Context: an optimization exercise on an open-source flow, tuned for small area. The choices shown serve that exercise and are no tape-out recipe. Only simulation tests tie the RTL to the original design; equivalence was not proved. Power is estimated from default activity; no workload was simulated.

**design.v**
```verilog
module Display (
    input clk,
    input rst,
    output uart_tx,
    input head,           
    input [3:0] t16,      
    input [7:0] knext,    
    input set,
    output busy
);
    localparam F_IDLE = 3'd0;
    localparam F_AA = 3'd1;     
    localparam F_BW = 3'd2;     
    localparam F_CAP = 3'd3;    
    localparam F_RDY = 3'd4;    
    localparam F_55 = 3'd5;     
    localparam F_END = 3'd6;    
    localparam C_D = 2'd0;      
    localparam C_AA = 2'd1;
    localparam C_55 = 2'd2;
    localparam C_EC = 2'd3;
    reg [2:0] fs;
    reg [7:0] d;
    reg [7:0] sendk;
    reg escd;
    reg [3:0] bc;     
    reg [1:0] csrc;
    reg tx;
    assign uart_tx = tx;
    assign busy = (fs != F_IDLE);
    wire edge16 = (t16 == 4'd15);
    wire slot_end = (t16[2:0] == 3'd7);
    wire ready = edge16 && ((bc == 4'd0) || (bc == 4'd10));
    wire [2:0] bi = bc[2:0] - 3'd1;    
    wire [7:0] ec = 8'hEC;
    wire cbit = (csrc == C_D) ? d[0] :
                (csrc == C_AA) ? bi[0] :
                (csrc == C_55) ? !bi[0] : ec[bi];
    wire special = (d == 8'hAA) || (d == 8'h55) || (d == 8'hEC);
    wire cap = (fs == F_CAP);
    wire shift = cap || (edge16 && (csrc == C_D) && (bc >= 4'd1) && (bc <= 4'd8));
    wire go = ready && ((fs == F_AA) || (fs == F_RDY) || (fs == F_55));
    always @(posedge clk) begin
        if (shift) d <= {head, d[7:1]};
    end
    always @(posedge clk) begin
        if (rst) begin
            fs <= F_IDLE;
            sendk <= 0;
            escd <= 0;
            bc <= 0;
            csrc <= C_D;
            tx <= 1;
        end else begin
            if (go) begin
                tx <= 0;
                bc <= 1;
            end else if (edge16 && bc != 0) begin
                if (bc == 4'd10) begin
                    bc <= 0;
                end else begin
                    tx <= (bc == 4'd9) ? 1'b1 : cbit;
                    bc <= bc + 1;
                end
            end
            case (fs)
                F_IDLE: if (set) fs <= F_AA;
                F_AA: if (go) begin
                    csrc <= C_AA;
                    fs <= F_BW;
                end
                F_BW: if (slot_end && knext == sendk) fs <= F_CAP;
                F_CAP: if (slot_end) fs <= F_RDY;
                F_RDY: if (go) begin
                    if (special && !escd) begin
                        csrc <= C_EC;
                        escd <= 1;
                    end else begin
                        csrc <= C_D;
                        escd <= 0;
                        sendk <= sendk + 1;
                        fs <= (sendk == 8'd255) ? F_55 : F_BW;
                    end
                end
                F_55: if (go) begin
                    csrc <= C_55;
                    fs <= F_END;
                end
                F_END: if (edge16 && bc == 4'd10) fs <= F_IDLE;
                default: fs <= F_IDLE;
            endcase
        end
    end
endmodule
module chip8 (
    input clk,
    input rst,
    output [11:0] mem_addr,
    input [7:0] mem_rdata,
    output uart_tx
);
    localparam S_F0 = 4'd0;      
    localparam S_F1 = 4'd1;      
    localparam S_EX = 4'd2;      
    localparam S_VW = 4'd3;      
    localparam S_VOP = 4'd4;     
    localparam S_DXW = 4'd5;     
    localparam S_DXL = 4'd6;     
    localparam S_DYW = 4'd7;     
    localparam S_DYL = 4'd8;     
    localparam S_RW = 4'd9;      
    localparam S_ROT = 4'd10;    
    localparam S_VFW = 4'd11;    
    localparam S_VFL = 4'd12;    
    localparam S_SHOW = 4'd13;   
    localparam S_WAIT = 4'd14;   
    reg [3:0] state;
    reg [11:0] PC;
    reg [11:0] I;
    reg [7:0] hi;
    reg [3:0] N;
    reg [5:0] x;
    reg [4:0] y;
    reg coll;
    reg carry;
    reg vclr;
    reg [3:0] t16;
    reg [7:0] kreg;
    wire [2:0] j = t16[2:0];
    wire [7:0] knext = kreg + 8'd61;
    wire slot_end = (j == 3'd7);
    reg [2047:0] scr;
    reg [127:0] vr;
    wire shead = scr[0];
    wire vhead = vr[0];
    wire [3:0] op = hi[7:4];
    wire [3:0] X = hi[3:0];
    wire [3:0] Y = mem_rdata[7:4];
    wire [5:0] dr = {1'b0, kreg[7:3]} - {1'b0, y};
    wire [6:0] dc = {1'b0, kreg[2:0], j} - {1'b0, x};
    wire inrow = !dr[5] && (dr[4:0] < {1'b0, N});
    wire incol = !dc[6] && (dc[5:3] == 3'd0);
    wire [7:0] kn1 = slot_end ? knext : kreg;
    wire [3:0] ra = kn1[6:3] - y[3:0];
    wire rot = (state == S_RW) || (state == S_ROT);
    assign mem_addr = rot ? (I + {8'd0, ra}) : PC;
    wire [2:0] bsel = (state == S_ROT) ? ~dc[2:0] : j;
    wire rbit = mem_rdata[bsel];
    wire draw = (state == S_ROT) && op[3];
    wire sbit = draw && inrow && incol && rbit;
    wire clear = (state == S_ROT) && !op[3];
    wire snew = !clear && (shead ^ sbit);
    wire vop = (state == S_VOP);
    wire cin = carry && (j != 3'd0);
    wire vsum = op[0] ? (vhead ^ rbit ^ cin) : rbit;   
    wire vnew = vclr ? 1'b0 :
                vop ? vsum :
                (state == S_VFL) ? (coll && (j == 3'd0)) :
                vhead;
    wire [3:0] want = (state == S_DYW) ? Y : (state == S_VFW) ? 4'hF : X;
    wire hit = slot_end && (knext[3:0] == want);
    wire hit0 = slot_end && (knext == 8'd0);
    wire display_busy;
    Display display (
        .clk(clk),
        .rst(rst),
        .uart_tx(uart_tx),
        .head(shead),
        .t16(t16),
        .knext(knext),
        .set(state == S_SHOW),
        .busy(display_busy)
    );
    always @(posedge clk) begin
        scr <= {snew, scr[2047:1]};
        vr <= {vnew, vr[127:1]};
    end
    always @(posedge clk) begin
        if (rst) begin
            t16 <= 0;
            kreg <= 0;
            state <= S_ROT;
            vclr <= 1;
            hi <= 0;
            PC <= 12'h200;
            I <= 0;
            N <= 0;
            x <= 0;
            y <= 0;
            coll <= 0;
            carry <= 0;
        end else begin
            t16 <= t16 + 1;
            if (slot_end) kreg <= knext;
            if (draw && inrow && incol && rbit && shead) coll <= 1;
            carry <= (vhead & rbit) | (vhead & cin) | (rbit & cin);
            case (state)
                S_F0: begin
                    PC <= PC + 1;
                    state <= S_F1;
                end
                S_F1: begin
                    hi <= mem_rdata;
                    state <= S_EX;
                end
                S_EX: begin
                    state <= S_F0;
                    case (op)
                        4'h0: begin
                            PC <= PC + 1;
                            state <= (mem_rdata[3:0] == 0) ? S_RW : S_SHOW;
                        end
                        4'h1: PC <= {X, mem_rdata};
                        4'h6, 4'h7: state <= S_VW;
                        4'hA: begin
                            I <= {X, mem_rdata};
                            PC <= PC + 1;
                        end
                        4'hD: begin
                            N <= mem_rdata[3:0];
                            coll <= 0;
                            state <= S_DXW;
                        end
                        default: PC <= PC + 1;
                    endcase
                end
                S_VW: if (hit) state <= S_VOP;
                S_VOP: if (slot_end) begin
                    PC <= PC + 1;
                    state <= S_F0;
                end
                S_DXW: if (hit) state <= S_DXL;
                S_DXL: begin
                    if (j < 6) x <= {vhead, x[5:1]};
                    if (slot_end) state <= S_DYW;
                end
                S_DYW: if (hit) state <= S_DYL;
                S_DYL: begin
                    if (j < 5) y <= {vhead, y[4:1]};
                    if (slot_end) begin
                        PC <= PC + 1;
                        state <= S_RW;
                    end
                end
                S_RW: if (hit0) state <= S_ROT;
                S_ROT: if (hit0) begin
                    vclr <= 0;
                    state <= vclr ? S_F0 : op[3] ? S_VFW : S_SHOW;
                end
                S_VFW: if (hit) state <= S_VFL;
                S_VFL: if (slot_end) state <= S_SHOW;
                S_SHOW: state <= S_WAIT;
                S_WAIT: if (!display_busy) state <= S_F0;
                default: state <= S_F0;
            endcase
        end
    end
endmodule
```
**run.sh**
```bash
#!/bin/bash
# synth_recipe.tcl (not shown) runs the flow's synth.tcl, then flattens the netlist and writes it again
# the make line also repeats each setting of config.mk as NAME=value (left out here)
make -C /OpenROAD-flow-scripts/flow DESIGN_CONFIG=/design/flow/config.mk WORK_HOME=/design/flow/orfs CLKGATE_MAP_FILE= SYNTH_SCRIPT=/design/flow/synth_recipe.tcl finish
```
**config.mk**
```make
export PLATFORM = sky130hd
export DESIGN_NAME = chip8
export DESIGN_NICKNAME = chip8
export VERILOG_FILES = /design/flow/design.v
export SDC_FILE = /design/flow/constraint.sdc
export NUM_CORES = 4
export LEC_CHECK = 0
export CAP_MARGIN = 20
export CORE_MARGIN = 2
export CORE_UTILIZATION = 65
export CTS_BUF_LIST = sky130_fd_sc_hd__clkbuf_4
export SLEW_MARGIN = 20
```
**constraint.sdc**
```tcl
create_clock -name core_clock -period 10.0 [get_ports {clk}]
set_input_delay 2.0000 -clock core_clock [delete_from_list [all_inputs] [get_ports {clk}]]
set_output_delay 2.0000 -clock core_clock [all_outputs]
set_load 0.01 [all_outputs]
```
==> notes.md, run 1 <==
* Area contributors post-synth: dfxtp_1 (91%), ha_1 (0.83%), a21oi_1 (0.79%)
* Synth cell types at 66
* Area grow syn2layout at 14.7%
* Post-Syn Nets at ~3000
* CTS max path bufs at 4
* PwrDens at between 200 and 300 mW/mm²
* First-pass GRT wire length at about 110000 µm
* Max FO, Critical Path at 14
* Largest family of logic cells by synthesized area: simple AND/OR/NAND/NOR gates
* Starting Density at 65.5%
* XOR/XNOR Fraction of Synth Area at less than 1%
* Req. time, crit path at 8000 ps
* Ports at 23
* Initial antenna violation count at 2
* Most common cell on crit path: ha_1
* Setup TNS at 0 ps
* Layout Nets at around 3500
* Seq cells post-synth at between 2000 and 2500
* Post-CTS Hold Buffers at 0
* Leakage power at 23.4 nW
* Htree depth at 5
* Pin count of the biggest net entering global routing at 88
* Critical path endpoint category: output port
* Worst R2R Path Depth at 11
* Status: complete, no violations
* Max_cap viols at 0
* CTS tree: done
* Final Hold Fails at 0
* CP max stage delay at between 600 and 700 ps
* Critical path class: reg -> out
* Total grt overflow at 0
* Minimum clock period at between 7000 and 8000 ps
* Filler instances at between 4000 and 5000
* Layout cells sized above 1 at 20.6%
* Number of flops mapped to enable cells by yosys at 8
* Hold Path Class: reg -> reg
* Die Wd at approximately 280 µm
* Worst-path clk slew at around 70 ps
* Multiplexer share of the synthesized area at less than 1%
* Worst Skew at approximately 110 ps
* Crit path launch type: register
* Final setup viols at 0
* Final instance area at between 0.05 and 0.06 mm²
* Gates resized, CTS repair at 0
* Via count at roughly 21000
* Core Region at 0.0757 mm²
* Vias per cell at 4.40
* CTS Sinks at 2269
* TritonCTS buffer count at between 400 and 500
* Post-synth ARST share at 0%
* Adder-Cell Fraction of Synth Area at 1.04%
* DIE AREA at between 0.07 and 0.08 mm²
* # Post-CTS Setup Buffers at 0
* Main synth FF type: dfxtp_1
* Worst Path Arrival at 5770 ps
* Compound-cell area share of the yosys netlist at between 2 and 2.5%
* First-pass DRT Iterations at 5
* Clock latency on the worst-skew pair at approximately 1200 ps
* Die Span Y at 280 µm
* Syn_area_per_cell at around 17 µm²
* Final period utilization at between 70 and 80%
* Cell chain of the critical path: ha_1, ha_1, nand2_1, xor2_1, inv_1, ha_1, a21o_1, a21oi_1, xnor2_1, xnor2_1, ha_1, nor2b_1, o21ai_0, nor2_1, xnor2_1, a21oi_1, clkdlybuf4s50_1
* Post-synth top area share at about nine tenths
* RSZ-0062 raised after global routing: no
* Fin. max-slew vios at 0
* I/O Buffers at 22
* Antenna viol nets, final at 0
* Dpl ws at 3270 ps
* Drt drc at 0
* Total track usage at between 10% and 20%
* Worst vdd ir at 0.000167 V
* Post-DP HPWL at 31200 µm
* WHS Path Cells at 0
* Least-Margin Pin Slew at 1100 ps
* Synth Area in Simple Gates at 2.67%
* Total routed wirelength at roughly 63000 µm
* Maximum clock frequency at ~130 MHz
* Multi-input gate area at around 0.0038 mm²
* Initial DRC Count at around 860
* Root Driver: clkbuf_4
* Final Wtd Congestion at between 0.7 and 0.8
* Rows at about 100
* Post-DP Area at 0.0508 mm²
* Avg WL per Cell at about 13 µm
* Flip-flop and latch area at 0.0455 mm²
* Gate Count Post-Synth at 2929
* Cell taking the most area after synthesis: dfxtp_1
* Worst slew margin at between 20% and 30%
* Mapped cell area at about 0.05 mm²
* CP max stage cell: ha_1
* Worst Setup Slack, final at between 2000 and 2500 ps
* Register area share after synthesis at between 90% and 100%
* Vias in the first global route at about 23000
* YS warnings at 2
==> cell families (layout without fill, tap and decap cells) <==
kind of cell,after synthesis,in the layout
compound gates,174,174
xor+xnor,54,54
fa+ha+maj,38,38
buf+inv,80,891
flops,2269,2269
mux,30,30
other cells,0,3
simple gates,284,284
==> through the flow <==
stage | cells | hold WS, ps | utilization, % | total power, W
after floorplan | 2929 | 310 | - | 0.00955
after global placement | 3888 | 310 | 67.2 | 0.00968
after detailed placement | 3888 | 312 | 67.2 | 0.00968
after CTS | 4718 | 208 | 75.1 | 0.0162
after global routing | 4721 | 216 | 75.1 | 0.0167
final | 4721 | 222 | 75.1 | 0.0160
==> sequential cells by signal (all words and copies together) (netlist names), 5 cells and up <==
register,count
hi,8
x,6
PC,12
vr,128
I,12
y,5
kreg,8
scr,2048
display.d,8
display.sendk,8
==> cell usage after synthesis, drive strengths merged, types with 3 or more instances <==
cell and count:
o21ai 31, nor3b 6, nor3 18, o22ai 5, a21o 8, or3 6, clkbuf 28, fa 5
or2 4, a211oi 12, nand3b 3, xnor2 31, a31oi 12, nand2b 9, nor2 100, nand3 20
a21oi 79, inv 38, dfxtp 2261, nor4 3, edfxtp 8, nand4 9, xor2 22, mux2i 25
or4 3, mux2 3, and3 5, nand2 78, ha 33, nor2b 12, buf 14, o31ai 4
==> power breakdown <==
part | internal [W] | leakage (nW) | switching [W] | total, W
Clock | 0.00340 | 3.58 | 0.00308 | 0.00648
Sequential | 0.00905 | 18.3 | 0.0000447 | 0.00909
Combinational | 0.000168 | 1.58 | 0.000219 | 0.000386
Total | 0.0126 | 23.4 | 0.00334 | 0.0160
==> placed cells by master, fill, tap and decap left out, types with 3 or more instances in the layout <==
master	Yosys	final
a211oi_1	10	10
a21o_1	8	8
a21oi_1	78	78
a31oi_1	12	12
and3_1	5	5
bufinv_16	0	3
clkbuf_4	0	733
clkdlybuf4s50_1	0	21
clkinv_1	0	80
clkinv_4	0	3
clkinvlp_4	0	5
dfxtp_1	2261	2261
diode_2	0	3
edfxtp_1	8	8
fa_1	5	5
ha_1	33	33
inv_1	38	38
mux2_2	3	3
mux2i_1	25	25
nand2_1	78	78
nand2b_1	9	9
nand3_1	20	20
nand3b_1	3	3
nand4_1	9	9
nor2_1	100	100
nor2b_1	12	12
nor3_1	18	18
nor3b_1	6	6
nor4_1	3	3
o21ai_0	31	31
o22ai_1	5	5
o31ai_1	4	4
or2_2	3	3
or3_1	5	5
xnor2_1	31	31
xor2_1	21	21
==> metal layers <==
layer,global-route usage [%],vias up,wire [µm]
met5,0,-,0
met4,9.94,0,1500
met3,4.93,124,2370
met2,23.2,369,27000
met1,23.8,9703,32400
li1,-,10572,-
==> path summary, 6_finish.rpt <==
kind / start / end / slack, ps
worst min-delay path: scr[1455]$_DFF_P_ / scr[1454]$_DFF_P_ / 220
worst max register to register: state[1]$_SDFFE_PP1P_ / vr[127]$_SDFF_PP0_ / 6040
worst min register to register: scr[1455]$_DFF_P_ / scr[1454]$_DFF_P_ / 220
worst max-delay path: t16[1]$_SDFF_PP0_ / mem_addr[11] / 2230
==> critical path, delay by kind of cell, from the launching register on <==
family,cells,cell delay [ps]
fa+ha+maj,4,1480
compound gates,4,900
xor+xnor,4,830
buf+inv,2,630
flops,1,440
simple gates,3,400
==> cell type report <==
class                   count  share of cell area [%]
clock buffers             733                    9.68
repair buffers             23                   0.392
well taps                 978                    2.15
flip-flops and latches   2269                    80.0
inverters                  38                   0.251
diodes                      3                  0.0132
multi-input cells         580                    6.60
clock inverters            97                   0.887
==> run 2, diff against run 1 <==
--- a/config.mk
+++ b/config.mk
@@ -10,3 +10,3 @@
 export CORE_UTILIZATION = 65
-export CTS_BUF_LIST = sky130_fd_sc_hd__clkbuf_4
+export CTS_BUF_LIST = sky130_fd_sc_hd__clkbuf_8
 export SLEW_MARGIN = 20
==> notes.md, run 2 <==
* Status: complete, no violations (unchanged)
* Root Driver: clkbuf_8 (was clkbuf_4)
* Main synth FF type: dfxtp_1 (unchanged)
* Adder-Cell Fraction of Synth Area at 1.04% (unchanged)
* XOR/XNOR Fraction of Synth Area at 0.997% (unchanged)
* Multiplexer share of the synthesized area at 0.664% (unchanged)
* Switch share at 20.8% (was 20.9%)
* Largest family of logic cells by synthesized area: simple AND/OR/NAND/NOR gates (unchanged)
* Post-CTS Hold Buffers at 0 (unchanged)
* Setup TNS at 0 ps (unchanged)
* Critical path endpoint category: output port (unchanged)
* Req. time, crit path at 8000 ps (about the same)
* DIE AREA at 0.0785 mm² (unchanged)
* Least-Margin Pin Slew at 1050 ps (was 1100 ps)
* Leakage power at 23.4 nW (about the same)
* Htree depth at 5 (unchanged)
* Clock power share at 41.7% (was 40.6%)
* Worst Skew at 72.5 ps (was 110 ps)
* Avg WL per Cell at 14.7 µm (was 13.4 µm)
* Antenna viol nets, final at 0 (unchanged)
* Final core utilization at 75.4% (was 75.1%)
* Post-synth top cells: dfxtp_1 (2261), nor2_1 (100), a21oi_1 (78), nand2_1 (78), inv_1 (38) (unchanged)
* Post-DP Area at 0.0508 mm² (unchanged)
* Die Wd at 280 µm (unchanged)
* Rows at 101 (unchanged)
* Worst Path Arrival at 5550 ps (was 5770 ps)
* Crit path launch type: register (unchanged)
* HP Start: scr[1048]$_DFF_P_ (was scr[1455]$_DFF_P_)
* Compound-cell area share of the yosys netlist at 2.17% (unchanged)
* Synth Area in Simple Gates at 2.67% (unchanged)
* Total track usage at 17.2% (was 16.9%)
* CTS Sinks at 2269 (unchanged)
* Post-synth ARST share at 0% (unchanged)
* Final setup viols at 0 (unchanged)
* Max FO, Critical Path at 14 (unchanged)
* First-pass DRT Iterations at 5 (unchanged)
* RSZ-0062 raised after global routing: no (unchanged)
* R2r endpoint: vr[127]$_SDFF_PP0_ (unchanged)
* TritonCTS buffer count at 321 (was 490)
* Post-synth top area share at 91.3% (unchanged)
* Ports at 23 (unchanged)
* Pin count of the biggest net entering global routing at 88 (unchanged)
* Post-DP HPWL at 31200 µm (unchanged)
* Core Region at 0.0757 mm² (unchanged)
* Final period utilization at 75.5% (was 77.7%)
* Worst vdd ir at 0.000190 V (was 0.000167 V)
* Syn_area_per_cell at 16.9 µm² (unchanged)
* Biggest regs: scr x2048, vr x128 (unchanged)
* Seq cells post-synth at 2269 (unchanged)
* Cell taking the most area after synthesis: dfxtp_1 (unchanged)
* Final Wtd Congestion at 0.795 (unchanged)
* Initial DRC Count at 941 (was 858)
* Max_cap viols at 0 (unchanged)
* Worst-path clk slew at 60 ps (was 70 ps)
* Number of flops mapped to enable cells by yosys at 8 (unchanged)
* Reg2reg start: state[1]$_SDFFE_PP1P_ (unchanged)
* Critical path class: reg -> out (unchanged)
* Mapped cell area at 0.0496 mm² (unchanged)
* Layout Nets at 3281 (was 3450)
* Clock latency on the worst-skew pair at 930 ps (was 1170 ps)
* Minimum clock period at 7550 ps (was 7770 ps)
* Vias per cell at 4.49 (was 4.40)
* Total routed wirelength at 64900 µm (was 63300 µm)
* First-pass GRT wire length at 109000 µm (was 107000 µm)
* Final Hold Fails at 0 (unchanged)
* Die Span Y at 280 µm (unchanged)
* WHS Endpoint: scr[1047]$_DFF_P_ (was scr[1454]$_DFF_P_)
* Starting Density at 65.5% (unchanged)
* Gate Count Post-Synth at 2929 (unchanged)
* Area grow syn2layout at 15.2% (was 14.7%)
* Vias in the first global route at 21414 (was 22549)
* Total grt overflow at 0 (unchanged)
* Reg with most FFs: scr (unchanged)
* Int Power at 0.0129 W (was 0.0126 W)
* Tot Pwr at 0.0163 W (was 0.0160 W)
* Seq pwr share at 55.9% (was 57.0%)
* CTS tree: done (unchanged)
* I/O Buffers at 22 (unchanged)
* Area contributors post-synth: dfxtp_1 (91%), ha_1 (0.83%), a21oi_1 (0.79%) (unchanged)
* Final instance area at 0.0571 mm² (was 0.0569 mm²)
* Net Switching at 0.00338 W (was 0.00334 W)
* R2R Setup Slk at 6040 ps (about the same)
* Comb pwr share at 2.4% (about the same)
* Most frequent cells in the layout: dfxtp_1 (2261), clkbuf_8 (407), inv_1 (119) (was dfxtp_1 (2261), clkbuf_4 (733), nor2_1 (100))
* Synth cell types at 66 (unchanged)
* # Post-CTS Setup Buffers at 0 (unchanged)
* Gates resized, CTS repair at 0 (unchanged)
* Max reg flops at 2048 (unchanged)
* CTS max path bufs at 4 (unchanged)
* Worst slew margin at 29.8% (was 26.0%)
* PwrDens at 285 mW/mm² (was 281 mW/mm²)
* Hold Path Class: reg -> reg (unchanged)
* Register area share after synthesis at 91.8% (unchanged)
* Most common cell in the netlist: dfxtp_1 (unchanged)
* Drt drc at 0 (unchanged)
* Initial antenna violation count at 1 (was 2)
* Fin. max-slew vios at 0 (unchanged)
* Maximum clock frequency at 132 MHz (was 129 MHz)
* Layout cells sized above 1 at 13.7% (was 20.6%)
* YS warnings at 2 (unchanged)
* Post-Syn Nets at 2977 (unchanged)
* WHS Path Cells at 0 (unchanged)
* Worst R2R Path Depth at 11 (unchanged)
* Via count at 19866 (was 20768)
* Leading cell type in the layout, fill and taps excluded: dfxtp_1 (unchanged)
run 2: routing by layer:
layer / track usage, % / share of wire, % / vias up
li1: - / - / 9980
met2: 24.6 / 43 / 383
met4: 9.16 / 3.2 / 0
met5: 0 / 0 / -
met3: 4.26 / 3.8 / 176
met1: 24.5 / 50 / 9327
run 2: area by class of cell:
type | instances | area (µm²)
Antenna cell | 2 | 5.00
Clock buffer | 407 | 5600
Clock inverter | 124 | 624
Fill cell | 4133 | 18600
Inverter | 38 | 143
Multi-Input combinational cell | 580 | 3750
Sequential cell | 2269 | 45500
Tap cell | 978 | 1220
Timing Repair Buffer | 23 | 223
run 2: through the flow:
| step | hold WS, ps | instances | setup slack (ps) |
|---|---|---|---|
| floorplan | 310 | 2929 | 4460 |
| global placement | 310 | 3888 | 3330 |
| detailed placement | 312 | 3888 | 3270 |
| CTS | 267 | 4419 | 2280 |
| global route | 277 | 4421 | 1970 |
| finish | 274 | 4421 | 2450 |
run 2: worst max-delay path by stage:
| stage | start | slack, ps | end | cells after the start |
|---|---|---|---|---|
| global route | kreg[0]$_SDFFE_PP0N_ | 1970 | mem_addr[7] | 17 |
| global placement | kreg[0]$_SDFFE_PP0N_ | 3330 | mem_addr[11] | 17 |
| detailed placement | t16[0]$_SDFF_PP0_ | 3270 | mem_addr[11] | 17 |
| floorplan | t16[1]$_SDFF_PP0_ | 4460 | mem_addr[11] | 17 |
| CTS | t16[1]$_SDFF_PP0_ | 2280 | mem_addr[7] | 17 |
| finish | t16[1]$_SDFF_PP0_ | 2450 | mem_addr[7] | 17 |
run 2: critical path: stages (launching register included):
cell	delay, ps
dfxtp_1	440
ha_1	240
ha_1	630
nand2_1	130
xor2_1	300
inv_1	80
ha_1	280
a21o_1	150
a21oi_1	170
xnor2_1	100
xnor2_1	300
ha_1	330
nor2b_1	140
o21ai_0	430
nor2_1	100
xnor2_1	140
a21oi_1	160
clkdlybuf4s50_1	560
run 2: power by group through the flow:
| stage | sequential [W] | combinational (W) | clock [W] |
|---|---|---|---|
| after floorplan | 0.00926 | 0.000282 | 0 |
| after global placement | 0.00930 | 0.000378 | 0 |
| after detailed placement | 0.00930 | 0.000381 | 0 |
| after CTS | 0.00910 | 0.000383 | 0.00701 |
| after global routing | 0.00910 | 0.000421 | 0.00739 |
| final | 0.00910 | 0.000386 | 0.00679 |
run 2: kinds of logic after synthesis:
group / Yosys count
muxes: 30
and+or+nand+nor: 284
AOI/OAI and AO/OA: 174
xor gates and xnor gates: 54
adders and majority gates: 38
buffers and inverters: 80
DFF: 2269
==> run 3, diff against run 2 <==
--- a/config.mk
+++ b/config.mk
@@ -10,3 +10,2 @@
 export CORE_UTILIZATION = 65
-export CTS_BUF_LIST = sky130_fd_sc_hd__clkbuf_8
 export SLEW_MARGIN = 20
==> notes.md, run 3 <==
* Post-synth top area share at 91.3% (unchanged)
* Final instance area at 0.0575 mm² (was 0.0571 mm²)
* Avg WL per Cell at 18.3 µm (was 14.7 µm)
* Post-DP HPWL at 31200 µm (unchanged)
* Int Power at 0.0136 W (was 0.0129 W)
* Cell chain of the critical path: ha_1, ha_1, nand2_1, xor2_1, inv_1, ha_1, a21o_1, a21oi_1, xnor2_1, xnor2_1, ha_1, nor2b_1, o21ai_0, nor2_1, xnor2_1, a21oi_1, clkdlybuf4s50_1 (unchanged)
* Main synth FF type: dfxtp_1 (unchanged)
* Placed Cells at 3888 (unchanged)
* Mapped cell area at 0.0496 mm² (unchanged)
* Leakage power at 23.1 nW (was 23.4 nW)
* Worst vdd ir at 0.000236 V (was 0.000190 V)
* Setup TNS at 0 ps (unchanged)
* Post-Syn Nets at 2977 (unchanged)
* Max FO, Critical Path at 14 (unchanged)
* TritonCTS buffer count at 187 (was 321)
* Reg with most FFs: scr (unchanged)
* Number of flops mapped to enable cells by yosys at 8 (unchanged)
* Maximum clock frequency at 135 MHz (was 132 MHz)
* Via count at 19637 (was 19866)
* Most frequent cells in the layout: dfxtp_1 (2261), clkbuf_16 (188), nor2_1 (100) (was dfxtp_1 (2261), clkbuf_8 (407), inv_1 (119))
* Layout Nets at 3147 (was 3281)
* Rows at 101 (unchanged)
* Final core utilization at 75.9% (was 75.4%)
* Critical path class: reg -> out (unchanged)
* Layout cells sized above 1 at 10.1% (was 13.7%)
* Vias in the first global route at 21644 (was 21414)
* Area grow syn2layout at 16.0% (was 15.2%)
* Die Wd at 280 µm (unchanged)
* Number of diodes at 0 (was 2)
* Syn_area_per_cell at 16.9 µm² (unchanged)
* Most common cell in the netlist: dfxtp_1 (unchanged)
* Filler instances at 3857 (was 4133)
* Worst Path Arrival at 5410 ps (was 5550 ps)
* Worst-path clk slew at 60 ps (about the same)
* Total routed wirelength at 77600 µm (was 64900 µm)
* Final setup viols at 0 (unchanged)
* First-pass GRT wire length at 125000 µm (was 109000 µm)
* RSZ-0062 raised after global routing: no (unchanged)
* First-pass DRT Iterations at 5 (unchanged)
* Register area share after synthesis at 91.8% (unchanged)
* Initial DRC Count at 1103 (was 941)
* Max reg flops at 2048 (unchanged)
* Post-synth top cells: dfxtp_1 (2261), nor2_1 (100), a21oi_1 (78), nand2_1 (78), inv_1 (38) (unchanged)
* Final Wtd Congestion at 0.795 (unchanged)
* Most common cell on crit path: ha_1 (unchanged)
* Leading cell type in the layout, fill and taps excluded: dfxtp_1 (unchanged)
* Worst slew margin at 30.8% (was 29.8%)
* # Post-CTS Setup Buffers at 0 (unchanged)
* CTS max path bufs at 3 (was 4)
* CTS tree: done (unchanged)
* Net Switching at 0.00360 W (was 0.00338 W)
* Starting Density at 65.5% (unchanged)
* YS warnings at 2 (unchanged)
* Root Driver: clkbuf_16 (was clkbuf_8)
* GR Layer Usage met3 at 3.90% (was 4.26%)
* CTS Sinks at 2269 (unchanged)
* Initial antenna violation count at 3 (was 1)
* PwrDens at 298 mW/mm² (was 285 mW/mm²)
* Pin count of the biggest net entering global routing at 88 (unchanged)
* Clock latency on the worst-skew pair at 750 ps (was 930 ps)
* Total grt overflow at 0 (unchanged)
* Gate Count Post-Synth at 2929 (unchanged)
* Hold Path Class: reg -> reg (unchanged)
* DIE AREA at 0.0785 mm² (unchanged)
* Crit path launch type: register (unchanged)
* Worst Skew at 48.4 ps (was 72.5 ps)
* Cell taking the most area after synthesis: dfxtp_1 (unchanged)
* CP top delay family: adder cells (unchanged)
* Req. time, crit path at 8000 ps (about the same)
* Multi-input gate area at 0.00375 mm² (unchanged)
* Drt drc at 0 (unchanged)
* Post-synth ARST share at 0% (unchanged)
* Vias per cell at 4.64 (was 4.49)
* Grt met1 use at 28.0% (was 24.5%)
* Htree depth at 4 (was 5)
* I/O Buffers at 22 (unchanged)
* Flip-flop and latch area at 0.0455 mm² (unchanged)
* Final Hold Fails at 0 (unchanged)
* Status: complete, no violations (unchanged)
* Hold slack at 289 ps (was 274 ps)
* Gates resized, CTS repair at 0 (unchanged)
* Switch share at 21.0% (was 20.8%)
* Least-Margin Pin Slew at 1040 ps (was 1050 ps)
* Biggest regs: scr x2048, vr x128 (unchanged)
* Post-DP Area at 0.0508 mm² (unchanged)
* Seq cells post-synth at 2269 (unchanged)
* CP bufs+invs at 2 (unchanged)
* Ports at 23 (unchanged)
* Met2 Use GR at 33.9% (was 24.6%)
* Max_cap viols at 0 (unchanged)
* Die Span Y at 280 µm (unchanged)
* Final period utilization at 74.1% (was 75.5%)
* R2R Setup Slk at 6010 ps (was 6040 ps)
* Synth cell types at 66 (unchanged)
* Seq pwr share at 53.0% (was 55.9%)
* Area contributors post-synth: dfxtp_1 (91%), ha_1 (0.83%), a21oi_1 (0.79%) (unchanged)
* Comb pwr share at 2.3% (was 2.4%)
* Fin. max-slew vios at 0 (unchanged)
* Antenna viol nets, final at 0 (unchanged)
* Critical path endpoint category: output port (unchanged)
* CP max stage delay at 600 ps (was 630 ps)
* Fin cells at 4233 (was 4421)
* Clock power share at 44.7% (was 41.7%)
* CP max stage cell: ha_1 (unchanged)
* Total track usage at 20.7% (was 17.2%)
* Post-CTS Hold Buffers at 0 (unchanged)
* Minimum clock period at 7410 ps (was 7550 ps)
* Most used routing layer: met2 (unchanged)
* Core Region at 0.0757 mm² (unchanged)
==> run 3: power groups by stage <==
stage,logic (W),clock network (W),registers (W)
after floorplan,0.000282,0,0.00926
after global placement,0.000378,0,0.00930
after detailed placement,0.000381,0,0.00930
after CTS,0.000383,0.00784,0.00909
after global routing,0.000422,0.00814,0.00909
final,0.000387,0.00767,0.00909
==> run 3: metrics by stage <==
step                      worst slack, ps  power, W
after floorplan                      4460   0.00955
after global placement               3330   0.00968
after detailed placement             3270   0.00968
after CTS                            2420    0.0173
after global routing                 2130    0.0177
final                                2590    0.0172
==> run 3: final timing paths <==
path / start / end / cells after the start
setup / recovery: t16[1]$_SDFF_PP0_ / mem_addr[11] / 17
hold / removal: vr[109]$_DFF_P_ / vr[108]$_DFF_P_ / 0
setup reg to reg: state[1]$_SDFFE_PP1P_ / vr[127]$_SDFF_PP0_ / 11
hold reg to reg: vr[109]$_DFF_P_ / vr[108]$_DFF_P_ / 0
==> run 3: metal layers <==
metal,vias up,part of all wire [%]
met3,133,3.5
met2,371,48
met5,-,0
li1,9681,-
met4,0,2.0
met1,9452,46
==> run 3: final cells by class <==
class	instances	area share [%]
clock buffer	268	9.47
clock inverter	77	2.07
inverter	38	0.248
multi-input combinational	580	6.53
sequential	2269	79.2
tap	978	2.13
timing repair buffer	23	0.387
==> run 3: cells by family after synthesis <==
logic type,after synthesis,share of synthesized area [%]
xor gates and xnor gates,54,0.997
muxes,30,0.664
adders and majority gates,38,1.04
buffers and inverters,80,0.641
DFF,2269,91.8
and+or+nand+nor,284,2.67
AOI/OAI and AO/OA,174,2.17
==> run 4, diff against run 3 <==
--- a/config.mk
+++ b/config.mk
@@ -10,2 +10,5 @@
 export CORE_UTILIZATION = 65
+export CTS_BUF_LIST = sky130_fd_sc_hd__clkbuf_16
+export CTS_CLUSTER_DIAMETER = 100
+export CTS_CLUSTER_SIZE = 32
 export SLEW_MARGIN = 20
==> notes.md, run 4 <==
* First-pass DRT Iterations at 5 (unchanged)
* Main synth FF type: dfxtp_1 (unchanged)
* Clock latency on the worst-skew pair at 670 ps (was 750 ps)
* PwrDens at 254 mW/mm² (was 298 mW/mm²)
* Max reg flops at 2048 (unchanged)
* GR Layer Usage met3 at 2.72% (was 3.90%)
* Gates resized, CTS repair at 0 (unchanged)
* Die Wd at 280 µm (unchanged)
* Final period utilization at 74.0% (was 74.1%)
* First-pass GRT wire length at 97500 µm (was 125000 µm)
* Placed Cells at 3888 (unchanged)
* Pin count of the biggest net entering global routing at 88 (unchanged)
* DIE AREA at 0.0785 mm² (unchanged)
* Area contributors post-synth: dfxtp_1 (91%), ha_1 (0.83%), a21oi_1 (0.79%) (unchanged)
* Biggest regs: scr x2048, vr x128 (unchanged)
* Post-synth top cells: dfxtp_1 (2261), nor2_1 (100), a21oi_1 (78), nand2_1 (78), inv_1 (38) (unchanged)
* Net Switching at 0.00271 W (was 0.00360 W)
* CP max stage delay at 640 ps (was 600 ps)
* Vias in the first global route at 18322 (was 21644)
* Post-Syn Nets at 2977 (unchanged)
* Seq cells post-synth at 2269 (unchanged)
* Antenna viol nets, final at 0 (unchanged)
* WHS Endpoint: scr[1648]$_DFF_P_ (was vr[108]$_DFF_P_)
* Post-DP Area at 0.0508 mm² (unchanged)
* Post-synth top area share at 91.3% (unchanged)
* Vias per cell at 4.55 (was 4.64)
* Hold slack at 320 ps (was 289 ps)
* Comb pwr share at 2.9% (was 2.3%)
* HP Start: scr[1649]$_DFF_P_ (was vr[109]$_DFF_P_)
* Total grt overflow at 0 (unchanged)
* Final instance area at 0.0531 mm² (was 0.0575 mm²)
* Filler instances at 4747 (was 3857)
* Most used routing layer: met1 (was met2)
* Met2 Use GR at 22.0% (was 33.9%)
* Most frequent cells in the layout: dfxtp_1 (2261), nor2_1 (100), clkbuf_16 (82) (was dfxtp_1 (2261), clkbuf_16 (188), nor2_1 (100))
* Hold Path Class: reg -> reg (unchanged)
* Fin cells at 3982 (was 4233)
* Die Span Y at 280 µm (unchanged)
* YS warnings at 2 (unchanged)
* # Post-CTS Setup Buffers at 0 (unchanged)
* Final setup viols at 0 (unchanged)
* Grt met1 use at 23.9% (was 28.0%)
* Post-DP HPWL at 31200 µm (unchanged)
* CTS tree: done (unchanged)
* Most common cell on crit path: ha_1 (unchanged)
* Worst Path Arrival at 5400 ps (was 5410 ps)
* Synth cell types at 66 (unchanged)
* Maximum clock frequency at 135 MHz (about the same)
* Worst Setup Slack, final at 2600 ps (was 2590 ps)
* Switch share at 20.1% (was 21.0%)
* Drt drc at 0 (unchanged)
* Total track usage at 15.4% (was 20.7%)
* Leading cell type in the layout, fill and taps excluded: dfxtp_1 (unchanged)
* Fin. max-slew vios at 0 (unchanged)
* Htree depth at 3 (was 4)
* Seq pwr share at 67.5% (was 53.0%)
* Reg with most FFs: scr (unchanged)
* TritonCTS buffer count at 81 (was 187)
* Reg2reg start: state[1]$_SDFFE_PP1P_ (unchanged)
* Max_cap viols at 0 (unchanged)
* R2R Setup Slk at 6020 ps (was 6010 ps)
* Worst vdd ir at 0.000215 V (was 0.000236 V)
* Avg WL per Cell at 14.9 µm (was 18.3 µm)
* Int Power at 0.0108 W (was 0.0136 W)
* Cell chain of the critical path: ha_1, ha_1, nand2_1, xor2_1, inv_1, ha_1, a21o_1, a21oi_1, xnor2_1, xnor2_1, ha_1, nor2b_1, o21ai_0, nor2_1, xnor2_1, a21oi_1, clkdlybuf4s50_1 (unchanged)
* Rows at 101 (unchanged)
* WHS Path Cells at 0 (unchanged)
* Number of diodes at 0 (unchanged)
* R2r endpoint: vr[127]$_SDFF_PP0_ (unchanged)
* Worst-path clk slew at 120 ps (was 60 ps)
* Layout cells sized above 1 at 3.70% (was 10.1%)
* RSZ-0062 raised after global routing: no (unchanged)
* Ports at 23 (unchanged)
* Status: complete, no violations (unchanged)
* Post-synth ARST share at 0% (unchanged)
* Via count at 18102 (was 19637)
* Initial antenna violation count at 0 (was 3)
* Minimum clock period at 7400 ps (was 7410 ps)
* Root Driver: clkbuf_16 (unchanged)
* I/O Buffers at 22 (unchanged)
* Area grow syn2layout at 7.14% (was 16.0%)
* Max FO, Critical Path at 14 (unchanged)
* Layout Nets at 3041 (was 3147)
* Register area share after synthesis at 91.8% (unchanged)
* Final Wtd Congestion at 0.795 (unchanged)
* Number of flops mapped to enable cells by yosys at 8 (unchanged)
* Worst slew margin at 30.9% (was 30.8%)
* Initial DRC Count at 1053 (was 1103)
* Syn_area_per_cell at 16.9 µm² (unchanged)
* Worst Skew at 18.6 ps (was 48.4 ps)
* Setup TNS at 0 ps (unchanged)
* Final Hold Fails at 0 (unchanged)
* CP max stage cell: ha_1 (unchanged)
* Most common cell in the netlist: dfxtp_1 (unchanged)
* Starting Density at 65.5% (unchanged)
* CTS Sinks at 2269 (unchanged)
* Critical path endpoint category: output port (unchanged)
* Leakage power at 21.0 nW (was 23.1 nW)
* Worst R2R Path Depth at 11 (unchanged)
* Total routed wirelength at 59300 µm (was 77600 µm)
* Least-Margin Pin Slew at 1040 ps (about the same)
* Critical path class: reg -> out (unchanged)
* Mapped cell area at 0.0496 mm² (unchanged)
* Gate Count Post-Synth at 2929 (unchanged)
* Dpl ws at 3270 ps (unchanged)
* Req. time, crit path at 8000 ps (about the same)
* CTS max path bufs at 3 (unchanged)
* Crit path launch type: register (unchanged)
* Post-CTS Hold Buffers at 0 (unchanged)
* Core Region at 0.0757 mm² (unchanged)
* Cell taking the most area after synthesis: dfxtp_1 (unchanged)
* Clock power share at 29.6% (was 44.7%)
## run 4: cells by family after synthesis
logic type	after synthesis	synth area share, %
DFF	2269	91.8
and+or+nand+nor	284	2.67
AOI/OAI and AO/OA	174	2.17
buffers and inverters	80	0.641
xor gates and xnor gates	54	0.997
adders and majority gates	38	1.04
muxes	30	0.664
## run 4: worst max-delay path, delay by kind of cell, from the launching register on
| family | cells | cell delay [ps] |
|---|---|---|
| buffers and inverters | 2 | 650 |
| adders and majority gates | 4 | 1490 |
| xor gates and xnor gates | 4 | 850 |
| DFF | 1 | 450 |
| and+or+nand+nor | 3 | 370 |
| AOI/OAI and AO/OA | 4 | 910 |
## run 4: cell type report
type                       count  area [µm²]  share of cell area (%)
clock buffer                  82        2050                    3.86
clock inverter                12         199                   0.375
inverter                      38         143                   0.269
multi-input combinational    580        3750                    7.07
sequential                  2269       45500                    85.7
tap                          978        1220                    2.30
timing repair buffer          23         223                   0.419
## run 4: power groups by stage
| stage | Sequential, W | Clock (W) | Combinational [W] |
|---|---|---|---|
| final | 0.00909 | 0.00399 | 0.000386 |
| after global routing | 0.00910 | 0.00441 | 0.000421 |
| after CTS | 0.00909 | 0.00411 | 0.000383 |
| after detailed placement | 0.00930 | 0 | 0.000381 |
| after global placement | 0.00930 | 0 | 0.000378 |
| after floorplan | 0.00926 | 0 | 0.000282 |
## run 4: metal layers
layer  vias up  wire, µm
li1       9313         -
met1      8507     31600
met2       182     24300
met3       100      1900
met4         0      1440
met5         -         0
## run 4: worst max path at each step
stage / end / cells past startpoint / start
floorplan: mem_addr[11] / 17 / t16[1]$_SDFF_PP0_
global placement: mem_addr[11] / 17 / kreg[0]$_SDFFE_PP0N_
detailed placement: mem_addr[11] / 17 / t16[0]$_SDFF_PP0_
CTS: mem_addr[7] / 17 / t16[1]$_SDFF_PP0_
global route: mem_addr[7] / 17 / kreg[0]$_SDFFE_PP0N_
finish: mem_addr[7] / 17 / t16[1]$_SDFF_PP0_
## run 4: per-stage QoR
step           total power, W  util (%)
6_report               0.0135      70.1
5_1_grt                0.0139      70.1
4_1_cts                0.0136      70.1
3_5_place_dp          0.00968      67.2
3_3_place_gp          0.00968      67.2
2_1_floorplan         0.00955         -
==> run 5, diff against run 4 <==
--- a/config.mk
+++ b/config.mk
@@ -9,3 +9,3 @@
 export CORE_MARGIN = 2
-export CORE_UTILIZATION = 65
+export CORE_UTILIZATION = 80
 export CTS_BUF_LIST = sky130_fd_sc_hd__clkbuf_16
==> notes.md, run 5 <==
* Synth Area in Simple Gates at 2.67% (unchanged)
* Root Driver: clkbuf_16 (unchanged)
* YS warnings at 2 (unchanged)
* Starting Density at 80.6% (was 65.5%)
* # Post-CTS Setup Buffers at 0 (unchanged)
* Post-synth top cells: dfxtp_1 (2261), nor2_1 (100), a21oi_1 (78), nand2_1 (78), inv_1 (38) (unchanged)
* Cell taking the most area after synthesis: dfxtp_1 (unchanged)
* XOR/XNOR Fraction of Synth Area at 0.997% (unchanged)
* Post-DP Area at 0.0506 mm² (was 0.0508 mm²)
* Status: did not finish (was complete, no violations)
* Post-Syn Nets at 2977 (unchanged)
* Compound-cell area share of the yosys netlist at 2.17% (unchanged)
* Post-synth top area share at 91.3% (unchanged)
* Ports at 23 (unchanged)
* CTS max path bufs at 3 (unchanged)
* Seq cells post-synth at 2269 (unchanged)
* I/O Buffers at 22 (unchanged)
* Number of flops mapped to enable cells by yosys at 8 (unchanged)
* Rows at 91 (was 101)
* TritonCTS buffer count at 80 (was 81)
* Htree depth at 3 (unchanged)
* Die Span Y at 253 µm (was 280 µm)
* Post-CTS Hold Buffers at 0 (unchanged)
* Multiplexer share of the synthesized area at 0.664% (unchanged)
* Placed Cells at 3700 (was 3888)
* Largest family of logic cells by synthesized area: simple AND/OR/NAND/NOR gates (unchanged)
* Final Wtd Congestion at 0.856 (was 0.795)
* Most common cell in the netlist: dfxtp_1 (unchanged)
* Adder-Cell Fraction of Synth Area at 1.04% (unchanged)
* Post-synth ARST share at 0% (unchanged)
* Failed at: clock tree synthesis (4_1_cts)
* Gate Count Post-Synth at 2929 (unchanged)
* CTS Sinks at 2269 (unchanged)
* Post-DP HPWL at 53200 µm (was 31200 µm)
* Main synth FF type: dfxtp_1 (unchanged)
* Synth cell types at 66 (unchanged)
* Die Wd at 253 µm (was 280 µm)
* Syn_area_per_cell at 16.9 µm² (unchanged)
* Gates resized, CTS repair at 0 (unchanged)
* Area contributors post-synth: dfxtp_1 (91%), ha_1 (0.83%), a21oi_1 (0.79%) (unchanged)
* Register area share after synthesis at 91.8% (unchanged)
* Mapped cell area at 0.0496 mm² (unchanged)
* Stop err: [ERROR DPL-0033] detailed placement checks failed during check placement.
## run 5: cell counts after synthesis
No cell type changed its count.
## run 5: how the worst min path moves through the flow
| stage | endpoint | startpoint | slack [ps] | depth (start not counted) |
|---|---|---|---|---|
| detailed placement | scr[1272]$_DFF_P_ | scr[1273]$_DFF_P_ | 310 | 0 |
| global placement | scr[44]$_DFF_P_ | scr[45]$_DFF_P_ | 310 | 0 |
| floorplan | scr[0]$_DFF_P_ | scr[1]$_DFF_P_ | 310 | 0 |
## run 5: cell families after synthesis
logic type / after synthesis
flip-flops: 2269
adder cells (fa/ha/maj): 38
AND/OR/NAND/NOR: 284
AO/OA/AOI/OAI: 174
buffers and inverters: 80
XOR/XNOR: 54
multiplexers: 30
## run 5: power by group through the flow
stage                     registers, W  logic [W]  clock network, W
after floorplan                0.00926   0.000282                 0
after global placement         0.00930   0.000375                 0
after detailed placement       0.00930   0.000420                 0
## run 5: metrics by stage
stage	hold WS [ps]	setup WS [ps]
2_1_floorplan	310	4460
3_3_place_gp	311	3220
3_5_place_dp	312	2760
==> run 6, diff against run 5 <==
--- a/design.v
+++ b/design.v
@@ -16,3 +16,2 @@
     localparam F_55 = 3'd5;     
-    localparam F_END = 3'd6;    
     localparam C_D = 2'd0;      
@@ -24,7 +23,10 @@
     reg [7:0] sendk;
-    reg escd;
-    reg [3:0] bc;     
-    reg [1:0] csrc;
-    reg tx;
-    assign uart_tx = tx;
+    reg [3:0] bc;
+    reg [1:0] ch;     
+    wire [2:0] bi = bc[2:0];
+    wire [7:0] ec = 8'hEC;
+    wire cbit = (ch == C_D) ? d[0] :
+                (ch == C_AA) ? bi[0] :
+                (ch == C_55) ? !bi[0] : ec[bi];
+    assign uart_tx = bc[3] ? cbit : (bc != 4'd7);
     assign busy = (fs != F_IDLE);
@@ -32,12 +34,5 @@
     wire slot_end = (t16[2:0] == 3'd7);
-    wire ready = edge16 && ((bc == 4'd0) || (bc == 4'd10));
-    wire [2:0] bi = bc[2:0] - 3'd1;    
-    wire [7:0] ec = 8'hEC;
-    wire cbit = (csrc == C_D) ? d[0] :
-                (csrc == C_AA) ? bi[0] :
-                (csrc == C_55) ? !bi[0] : ec[bi];
     wire special = (d == 8'hAA) || (d == 8'h55) || (d == 8'hEC);
-    wire cap = (fs == F_CAP);
-    wire shift = cap || (edge16 && (csrc == C_D) && (bc >= 4'd1) && (bc <= 4'd8));
-    wire go = ready && ((fs == F_AA) || (fs == F_RDY) || (fs == F_55));
+    wire shift = (fs == F_CAP) || (edge16 && (ch == C_D) && bc[3]);
+    wire go = edge16 && (bc == 4'd0) && ((fs == F_AA) || (fs == F_RDY) || (fs == F_55));
     always @(posedge clk) begin
@@ -49,18 +44,7 @@
             sendk <= 0;
-            escd <= 0;
             bc <= 0;
-            csrc <= C_D;
-            tx <= 1;
+            ch <= C_D;
         end else begin
-            if (go) begin
-                tx <= 0;
-                bc <= 1;
-            end else if (edge16 && bc != 0) begin
-                if (bc == 4'd10) begin
-                    bc <= 0;
-                end else begin
-                    tx <= (bc == 4'd9) ? 1'b1 : cbit;
-                    bc <= bc + 1;
-                end
-            end
+            if (go) bc <= 4'd7;
+            else if (edge16 && bc != 0) bc <= bc + 1;
             case (fs)
@@ -68,3 +52,3 @@
                 F_AA: if (go) begin
-                    csrc <= C_AA;
+                    ch <= C_AA;
                     fs <= F_BW;
@@ -74,8 +58,6 @@
                 F_RDY: if (go) begin
-                    if (special && !escd) begin
-                        csrc <= C_EC;
-                        escd <= 1;
+                    if (special && ch != C_EC) begin
+                        ch <= C_EC;
                     end else begin
-                        csrc <= C_D;
-                        escd <= 0;
+                        ch <= C_D;
                         sendk <= sendk + 1;
@@ -85,6 +67,5 @@
                 F_55: if (go) begin
-                    csrc <= C_55;
-                    fs <= F_END;
-                end
-                F_END: if (edge16 && bc == 4'd10) fs <= F_IDLE;
+                    ch <= C_55;
+                    fs <= F_IDLE;
+                end
                 default: fs <= F_IDLE;
@@ -120,7 +101,5 @@
     reg [7:0] hi;
-    reg [3:0] N;
     reg [5:0] x;
     reg [4:0] y;
-    reg coll;
-    reg carry;
+    reg cf;          
     reg vclr;
@@ -140,3 +119,3 @@
     wire [6:0] dc = {1'b0, kreg[2:0], j} - {1'b0, x};
-    wire inrow = !dr[5] && (dr[4:0] < {1'b0, N});
+    wire inrow = !dr[5] && (dr[4:0] < {1'b0, X});    
     wire incol = !dc[6] && (dc[5:3] == 3'd0);
@@ -148,8 +127,8 @@
     wire rbit = mem_rdata[bsel];
-    wire draw = (state == S_ROT) && op[3];
+    wire draw = (state == S_ROT) && op[3] && !vclr;
     wire sbit = draw && inrow && incol && rbit;
-    wire clear = (state == S_ROT) && !op[3];
+    wire clear = (state == S_ROT) && (!op[3] || vclr);
     wire snew = !clear && (shead ^ sbit);
     wire vop = (state == S_VOP);
-    wire cin = carry && (j != 3'd0);
+    wire cin = cf && (j != 3'd0);
     wire vsum = op[0] ? (vhead ^ rbit ^ cin) : rbit;   
@@ -157,3 +136,3 @@
                 vop ? vsum :
-                (state == S_VFL) ? (coll && (j == 3'd0)) :
+                (state == S_VFL) ? (cf && (j == 3'd0)) :
                 vhead;
@@ -178,20 +157,12 @@
     always @(posedge clk) begin
+        t16 <= t16 + 1;
+        if (slot_end) kreg <= knext;
         if (rst) begin
-            t16 <= 0;
-            kreg <= 0;
-            state <= S_ROT;
+            state <= S_RW;
             vclr <= 1;
-            hi <= 0;
             PC <= 12'h200;
             I <= 0;
-            N <= 0;
-            x <= 0;
-            y <= 0;
-            coll <= 0;
-            carry <= 0;
         end else begin
-            t16 <= t16 + 1;
-            if (slot_end) kreg <= knext;
-            if (draw && inrow && incol && rbit && shead) coll <= 1;
-            carry <= (vhead & rbit) | (vhead & cin) | (rbit & cin);
+            if (vop) cf <= (vhead & rbit) | (vhead & cin) | (rbit & cin);
+            if (sbit && shead) cf <= 1;
             case (state)
@@ -218,7 +189,3 @@
                         end
-                        4'hD: begin
-                            N <= mem_rdata[3:0];
-                            coll <= 0;
-                            state <= S_DXW;
-                        end
+                        4'hD: state <= S_DXW;
                         default: PC <= PC + 1;
@@ -241,2 +208,4 @@
                         PC <= PC + 1;
+                        hi[3:0] <= mem_rdata[3:0];   
+                        cf <= 0;
                         state <= S_RW;
--- a/config.mk
+++ b/config.mk
@@ -9,6 +9,6 @@
 export CORE_MARGIN = 2
-export CORE_UTILIZATION = 80
+export CORE_UTILIZATION = 65
 export CTS_BUF_LIST = sky130_fd_sc_hd__clkbuf_16
-export CTS_CLUSTER_DIAMETER = 100
-export CTS_CLUSTER_SIZE = 32
+export CTS_CLUSTER_DIAMETER = 70
+export CTS_CLUSTER_SIZE = 36
 export SLEW_MARGIN = 20
==> notes.md, run 6 <==
* PwrDens at roughly 260 mW/mm²
* Flip-flop and latch area at 0.0456 mm²
* Vias in the first global route at about 18000
* Gate Count Post-Synth at 2807 (was 2929)
* Biggest regs: scr x2048, vr x128
* Req. time, crit path at roughly 8000 ps
* Worst Setup Slack, final at between 2000 and 2500 ps
* Final Hold Fails at 0
* Via count at 17380
* I/O Buffers at 22 (unchanged)
* Fin cells at just under 4000
* Antenna viol nets, final at 0
* Number of diodes at 0
* Setup TNS at 0 ps
* Register area share after synthesis at 92.7% (was 91.8%)
* Post-Syn Nets at 2854 (was 2977)
* Worst vdd ir at 0.000206 V
* Layout Nets at ~2900
* Max FO, Critical Path at 15
* Levels on crit path at 17
* Critical path endpoint category: output port
* Worst Path Arrival at roughly 5700 ps
* Leading cell type in the layout, fill and taps excluded: dfxtp_1
* TritonCTS buffer count at 76 (was 80)
* Final Wtd Congestion at 0.791 (was 0.856)
* Max_cap viols at 0
* Layout cells sized above 1 at roughly 4.0%
* Synth cell types at 72 (was 66)
* Placed Cells at 3772 (was 3700)
* Starting Density at 65.8% (was 80.6%)
* Worst slew margin at a little over a third
* WHS Path Cells at 0
* CP max stage delay at approximately 610 ps
* Max reg flops at 2048
* Avg WL per Cell at between 10 and 15 µm
* Pin count of the biggest net entering global routing at 46
* Number of flops mapped to enable cells by yosys at 32 (was 8)
* Critical path class: reg -> out
* Post-CTS Hold Buffers at 0 (unchanged)
* CP top delay family: adder cells
* Area grow syn2layout at 7.20%
* DIE AREA at 0.0779 mm²
* Initial DRC Count at 790
* Final setup viols at 0
* Htree depth at 3 (unchanged)
* First-pass DRT Iterations at 5
* Post-DP HPWL at 29500 µm (was 53200 µm)
* Cell taking the most area after synthesis: dfxtp_1 (unchanged)
* Leakage power at about 21 nW
* Syn_area_per_cell at 17.5 µm² (was 16.9 µm²)
* Drt drc at 0
* WHS Endpoint: scr[2042]$_DFF_P_
* CTS tree: done
* HP Start: scr[2043]$_DFF_P_
* Worst R2R Path Depth at 10
* Total routed wirelength at about 57000 µm
* R2R Setup Slk at approximately 6500 ps
* CP max stage cell: ha_1
* Area contributors post-synth: dfxtp_1 (91%), edfxtp_1 (2.0%), ha_1 (0.81%) (was dfxtp_1 (91%), ha_1 (0.83%), a21oi_1 (0.79%))
* RSZ-0062 raised after global routing: no
* Die Span Y at 279 µm (was 253 µm)
* Core Region at 0.0747 mm²
* Final period utilization at around 77%
* CTS Sinks at 2262 (was 2269)
* Crit path launch type: register
* Hold Path Class: reg -> reg
* YS warnings at 2 (unchanged)
* Post-synth ARST share at 0% (unchanged)
* CP bufs+invs at 4
* Post-synth top area share at 90.8% (was 91.3%)
* Gates resized, CTS repair at 0 (unchanged)
* Most common cell in the netlist: dfxtp_1 (unchanged)
* Dpl ws at 2920 ps (was 2760 ps)
* Reg2reg start: state[3]$_SDFFE_PP1P_
* Maximum clock frequency at approximately 130 MHz
* Total track usage at 14.9%
* CTS max path bufs at 3 (unchanged)
* # Post-CTS Setup Buffers at 0 (unchanged)
* Initial antenna violation count at 2
* Status: complete, no violations (was did not finish)
* Fin. max-slew vios at 0
* Root Driver: clkbuf_16 (unchanged)
* Seq cells post-synth at 2262 (was 2269)
* Mapped cell area at 0.0492 mm² (was 0.0496 mm²)
* Most frequent cells in the layout: dfxtp_1 (2230), clkbuf_16 (80), nor2_1 (70)
* First-pass GRT wire length at ~94000 µm
* Rows at 100 (was 91)
* Die Wd at 279 µm (was 253 µm)
* Main synth FF type: dfxtp_1 (unchanged)
* Post-synth top cells: dfxtp_1 (2230), nor2_1 (70), nand2_1 (57), inv_1 (40), a21oi_1 (37) (was dfxtp_1 (2261), nor2_1 (100), a21oi_1 (78), nand2_1 (78), inv_1 (38))
* R2r endpoint: cf$_DFFE_PN_
* Multi-input gate area at between 0.003 and 0.004 mm²
* Ports at 23 (unchanged)
* Least-Margin Pin Slew at 946 ps
* Total grt overflow at 0
* Clock latency on the worst-skew pair at approximately 660 ps
* Minimum clock period at slightly below 8000 ps
* Worst Skew at approximately 26 ps
* Cell chain of the critical path: ha_1, ha_1, inv_1, nor4_1, xor2_1, inv_1, fa_1, inv_1, ha_1, a21o_1, a21oi_1, nor2b_1, o21ai_0, nor2_1, xnor2_1, a21oi_1, clkdlybuf4s50_1
* Worst-path clk slew at about 120 ps
* Reg with most FFs: scr
* Filler instances at between 4000 and 5000
* Vias per cell at approximately 4.5
run 6: cell count changes after synthesis, sizes merged, moves of 11 or more:
cell and change:
and3 +13, nand3 -11, a21oi -39, edfxtp +24, dfxtp -31, nand2 -21
nor2 -30
run 6: layer usage:
layer  global-route usage [%]  routed length [µm]  vias up
met5                        0                   8        -
met4                     4.47                1510        2
met3                     2.81                1850       99
met2                     20.9               22600      198
met1                     23.7               31100     8112
li1                         -                   -     8969
run 6: layout make-up:
cell class                      count  share of cell area [%]
Sequential cell                  2262                    86.5
Multi-Input combinational cell    475                    6.18
Clock buffer                       80                    3.80
Tap cell                          969                    2.30
Clock inverter                     13                   0.489
Timing Repair Buffer               24                   0.446
Inverter                           42                   0.299
run 6: worst reg2reg max path: stages (launching register included):
cell      delay, ps
dfxtp_1         720
inv_2           250
nor3_2          480
nor2_1          100
a21oi_2         240
mux4_2          530
mux2i_1         360
fa_1            250
nor2_1           50
a211oi_1        220
a31oi_1          70
run 6: cell families after synthesis:
logic type | Yosys count | synth area share (%)
mux | 23 | 0.529
simple gates | 219 | 2.22
flops | 2262 | 92.7
compound gates | 149 | 1.99
xor+xnor | 47 | 0.868
fa+ha+maj | 37 | 1.02
buf+inv | 70 | 0.656
run 6: report_power, final:
part           switching [W]  total (W)  internal [W]
clock                0.00246    0.00399       0.00153
combinational       0.000210   0.000374      0.000164
sequential         0.0000629    0.00912       0.00905
total                0.00273     0.0135        0.0107
run 6: through the flow:
step / hold WS (ps) / instance area (µm²) / total power (W) / util [%]
final: 312 / 52700 / 0.0135 / 70.6
after global routing: 322 / 52700 / 0.0139 / 70.6
after CTS: 315 / 52700 / 0.0136 / 70.6
after detailed placement: 312 / 50500 / 0.00969 / 67.6
after global placement: 310 / 50500 / 0.00968 / 67.6
after floorplan: 310 / 49200 / 0.00955 / -
run 6: worst max-delay path by stage:
| stage | to | start | slack [ps] |
|---|---|---|---|
| floorplan | mem_addr[11] | t16[1]$_DFF_P_ | 4320 |
| global placement | mem_addr[11] | t16[1]$_DFF_P_ | 2990 |
| detailed placement | mem_addr[11] | t16[1]$_DFF_P_ | 2920 |
| CTS | mem_addr[11] | t16[1]$_DFF_P_ | 2190 |
| global route | mem_addr[11] | t16[1]$_DFF_P_ | 1870 |
| finish | mem_addr[11] | t16[1]$_DFF_P_ | 2290 |
==> run 7, diff against run 6 <==
--- a/config.mk
+++ b/config.mk
@@ -11,4 +11,4 @@
 export CTS_BUF_LIST = sky130_fd_sc_hd__clkbuf_16
-export CTS_CLUSTER_DIAMETER = 70
-export CTS_CLUSTER_SIZE = 36
+export CTS_CLUSTER_DIAMETER = 100
+export CTS_CLUSTER_SIZE = 32
 export SLEW_MARGIN = 20
==> notes.md, run 7 <==
* Die Span Y at 279 µm (unchanged)
* End point of the critical path: mem_addr[11] (unchanged)
* Register area share after synthesis at 92.7% (unchanged)
* Antenna viol nets, final at 0 (unchanged)
* PwrDens at 255 mW/mm² (was 256 mW/mm²)
* CP max stage cell: ha_1 (unchanged)
* Reg2reg start: state[3]$_SDFFE_PP1P_ (unchanged)
* Area contributors post-synth: dfxtp_1 (91%), edfxtp_1 (2.0%), ha_1 (0.81%) (unchanged)
* # Post-CTS Setup Buffers at 0 (unchanged)
* Final Wtd Congestion at 0.791 (unchanged)
* TritonCTS buffer count at 80 (was 76)
* Pin count of the biggest net entering global routing at 46 (unchanged)
* Worst Skew at 33.7 ps (was 26.3 ps)
* Post-synth ARST share at 0% (unchanged)
* Leading cell type in the layout, fill and taps excluded: dfxtp_1 (unchanged)
* R2R Setup Slk at 6460 ps (was 6490 ps)
* Number of diodes at 0 (unchanged)
* Gates resized, CTS repair at 0 (unchanged)
* Max reg flops at 2048 (unchanged)
* R2r endpoint: cf$_DFFE_PN_ (unchanged)
* Max_cap viols at 0 (unchanged)
* CP max stage delay at 610 ps (about the same)
* Die Wd at 279 µm (unchanged)
* Post-synth top cells: dfxtp_1 (2230), nor2_1 (70), nand2_1 (57), inv_1 (40), a21oi_1 (37) (unchanged)
* Area grow syn2layout at 7.04% (was 7.20%)
* Minimum clock period at 7810 ps (was 7710 ps)
* CTS Sinks at 2262 (unchanged)
* Avg WL per Cell at 14.7 µm (was 14.8 µm)
* Comb pwr share at 2.8% (about the same)
* CTS tree: done (unchanged)
* Clock power share at 29.2% (was 29.6%)
* Req. time, crit path at 8000 ps (about the same)
* Most frequent cells in the layout: dfxtp_1 (2230), clkbuf_16 (83), nor2_1 (70) (was dfxtp_1 (2230), clkbuf_16 (80), nor2_1 (70))
* Initial DRC Count at 861 (was 790)
* Fin. max-slew vios at 0 (unchanged)
* Total grt overflow at 0 (unchanged)
* Final Hold Fails at 0 (unchanged)
* Net Switching at 0.00267 W (was 0.00273 W)
* I/O Buffers at 22 (unchanged)
* Root Driver: clkbuf_16 (unchanged)
* Filler instances at 4659 (was 4672)
* Htree depth at 3 (unchanged)
* Vias in the first global route at 17804 (was 17737)
* Total routed wirelength at 56600 µm (was 57100 µm)
* Rows at 100 (unchanged)
* Via count at 17526 (was 17380)
* Final period utilization at 78.1% (was 77.1%)
* Maximum clock frequency at 128 MHz (was 130 MHz)
* Reg with most FFs: scr (unchanged)
* Post-synth top area share at 90.8% (unchanged)
* Gate Count Post-Synth at 2807 (unchanged)
* Placed Cells at 3772 (unchanged)
* Crit path launch type: register (unchanged)
* Starting Density at 65.8% (unchanged)
* Core Region at 0.0747 mm² (unchanged)
* Hold Path Class: reg -> reg (unchanged)
* Total track usage at 14.9% (about the same)
* First-pass DRT Iterations at 5 (unchanged)
* YS warnings at 2 (unchanged)
* First-pass GRT wire length at 94000 µm (was 94300 µm)
* Worst slew margin at 31.1% (was 36.6%)
* Mapped cell area at 0.0492 mm² (unchanged)
* Seq cells post-synth at 2262 (unchanged)
* Initial antenna violation count at 1 (was 2)
* Post-DP HPWL at 29500 µm (unchanged)
* Drt drc at 0 (unchanged)
* CTS max path bufs at 3 (unchanged)
* Vias per cell at 4.53 (was 4.50)
* Cell taking the most area after synthesis: dfxtp_1 (unchanged)
* Worst vdd ir at 0.000195 V (was 0.000206 V)
* DIE AREA at 0.0779 mm² (unchanged)
* Leakage power at 20.8 nW (about the same)
* Post-CTS Hold Buffers at 0 (unchanged)
* Seq pwr share at 68.0% (was 67.6%)
* Most common cell in the netlist: dfxtp_1 (unchanged)
* Critical path endpoint category: output port (unchanged)
* Worst-path clk slew at 120 ps (about the same)
* Critical path class: reg -> out (unchanged)
* Fin cells at 3865 (unchanged)
* Layout Nets at 2932 (was 2928)
* Syn_area_per_cell at 17.5 µm² (unchanged)
* RSZ-0062 raised after global routing: no (unchanged)
* Worst Path Arrival at 5810 ps (was 5710 ps)
* Biggest regs: scr x2048, vr x128 (unchanged)
* Layout cells sized above 1 at 3.87% (was 4.04%)
* Final setup viols at 0 (unchanged)
* Tot Pwr at 0.0134 W (was 0.0135 W)
* Int Power at 0.0107 W (about the same)
* Switch share at 19.9% (was 20.3%)
* Critical Path Source: t16[1]$_DFF_P_ (unchanged)
* Least-Margin Pin Slew at 1030 ps (was 946 ps)
* Number of flops mapped to enable cells by yosys at 32 (unchanged)
* Clock latency on the worst-skew pair at 680 ps (was 660 ps)
* Status: complete, no violations (unchanged)
* Worst R2R Path Depth at 10 (unchanged)
* Cell chain of the critical path: ha_1, ha_1, inv_1, nor4_1, xor2_1, inv_1, fa_1, inv_1, ha_1, a21o_1, a21oi_1, nor2b_1, o21ai_0, nor2_1, xnor2_1, a21oi_1, clkdlybuf4s50_1 (unchanged)
* Main synth FF type: dfxtp_1 (unchanged)
* Post-Syn Nets at 2854 (unchanged)
* Synth cell types at 72 (unchanged)
* Max FO, Critical Path at 15 (unchanged)
* Ports at 23 (unchanged)
* Setup TNS at 0 ps (unchanged)
run 7: worst min path at each step:
stage | start | end | slack, ps | cells after the start
floorplan | scr[1]$_DFF_P_ | scr[0]$_DFF_P_ | 310 | 0
global placement | scr[2041]$_DFF_P_ | scr[2040]$_DFF_P_ | 310 | 0
detailed placement | scr[1416]$_DFF_P_ | scr[1415]$_DFF_P_ | 310 | 0
CTS | scr[50]$_DFF_P_ | scr[49]$_DFF_P_ | 310 | 0
global route | scr[50]$_DFF_P_ | scr[49]$_DFF_P_ | 320 | 0
finish | scr[50]$_DFF_P_ | scr[49]$_DFF_P_ | 310 | 0
run 7: layout make-up:
type	count	area, µm²	area share (%)
clock inverters	10	105	0.200
inverters	42	158	0.299
flip-flops and latches	2262	45600	86.6
multi-input cells	475	3260	6.19
repair buffers	24	235	0.447
well taps	969	1210	2.30
clock buffers	83	2080	3.95
run 7: worst max-delay path: cells and delay by family (launching register included):
| family | cells | cell delay, ps |
|---|---|---|
| AO/OA/AOI/OAI | 4 | 1050 |
| XOR/XNOR | 2 | 450 |
| adder cells (fa/ha/maj) | 4 | 1590 |
| buffers and inverters | 4 | 1020 |
| flip-flops | 1 | 440 |
| AND/OR/NAND/NOR | 3 | 590 |
run 7: logic make-up (layout without fill, tap and decap cells):
kind of cell | Yosys count | in the layout | share of synthesized area, %
flops | 2262 | 2262 | 92.7
simple gates | 219 | 219 | 2.22
compound gates | 149 | 149 | 1.99
buf+inv | 70 | 159 | 0.656
xor+xnor | 47 | 47 | 0.868
fa+ha+maj | 37 | 37 | 1.02
mux | 23 | 23 | 0.529
run 7: stage by stage:
stage | hold WS, ps | area, µm² | setup slack [ps] | utilization [%]
after floorplan | 310 | 49200 | 4320 | -
after global placement | 310 | 50500 | 2990 | 67.6
after detailed placement | 312 | 50500 | 2920 | 67.6
after CTS | 315 | 52600 | 2150 | 70.5
after global routing | 322 | 52600 | 1820 | 70.5
final | 313 | 52600 | 2190 | 70.5
run 7: power by group through the flow:
stage / clock [W] / sequential (W) / combinational, W
final: 0.00392 / 0.00911 / 0.000374
after global routing: 0.00431 / 0.00912 / 0.000410
after CTS: 0.00404 / 0.00911 / 0.000373
after detailed placement: 0 / 0.00932 / 0.000371
after global placement: 0 / 0.00931 / 0.000360
after floorplan: 0 / 0.00928 / 0.000275
run 7: routing by layer:
metal	wire [µm]	vias up	part of all wire [%]	global-route usage, %
met4	1390	2	2.5	4.18
met1	30600	8251	54	23.5
li1	-	8970	-	-
met2	22600	207	40	20.9
met5	8	-	0.014	0
met3	2010	96	3.5	3.00

-- what the ideal ports hide --
In the flow no input, the clock included, has a driving cell. The finished layouts below were timed again as built, in two steps.
Step 1 assumes that a clkbuf_16 drives the clock port and a buf_2 every other input.
Step 2, shift: input delay + t, output delay - t, t = (earliest + latest rising clock arrival at the registers) / 2. This alone moves slack from input paths to output paths.
Slacks: ideal / step 1 / step 2; pairs: ideal / step 1.
| run | shift t [ns] | setup slack, ns |
|---|---|---|
| run 1 | 1.161 | 2.234 / 2.174 / 3.335 |
| run 2 | 0.924 | 2.445 / 2.384 / 3.309 |
| run 3 | 0.819 | 2.589 / 2.520 / 3.339 |
| run 4 | 0.720 | 2.597 / 2.536 / 3.256 |
| run 6 | 0.710 | 2.287 / 2.225 / 2.935 |
| run 7 | 0.718 | 2.194 / 2.131 / 2.848 |
After both steps every run listed still meets setup and hold.
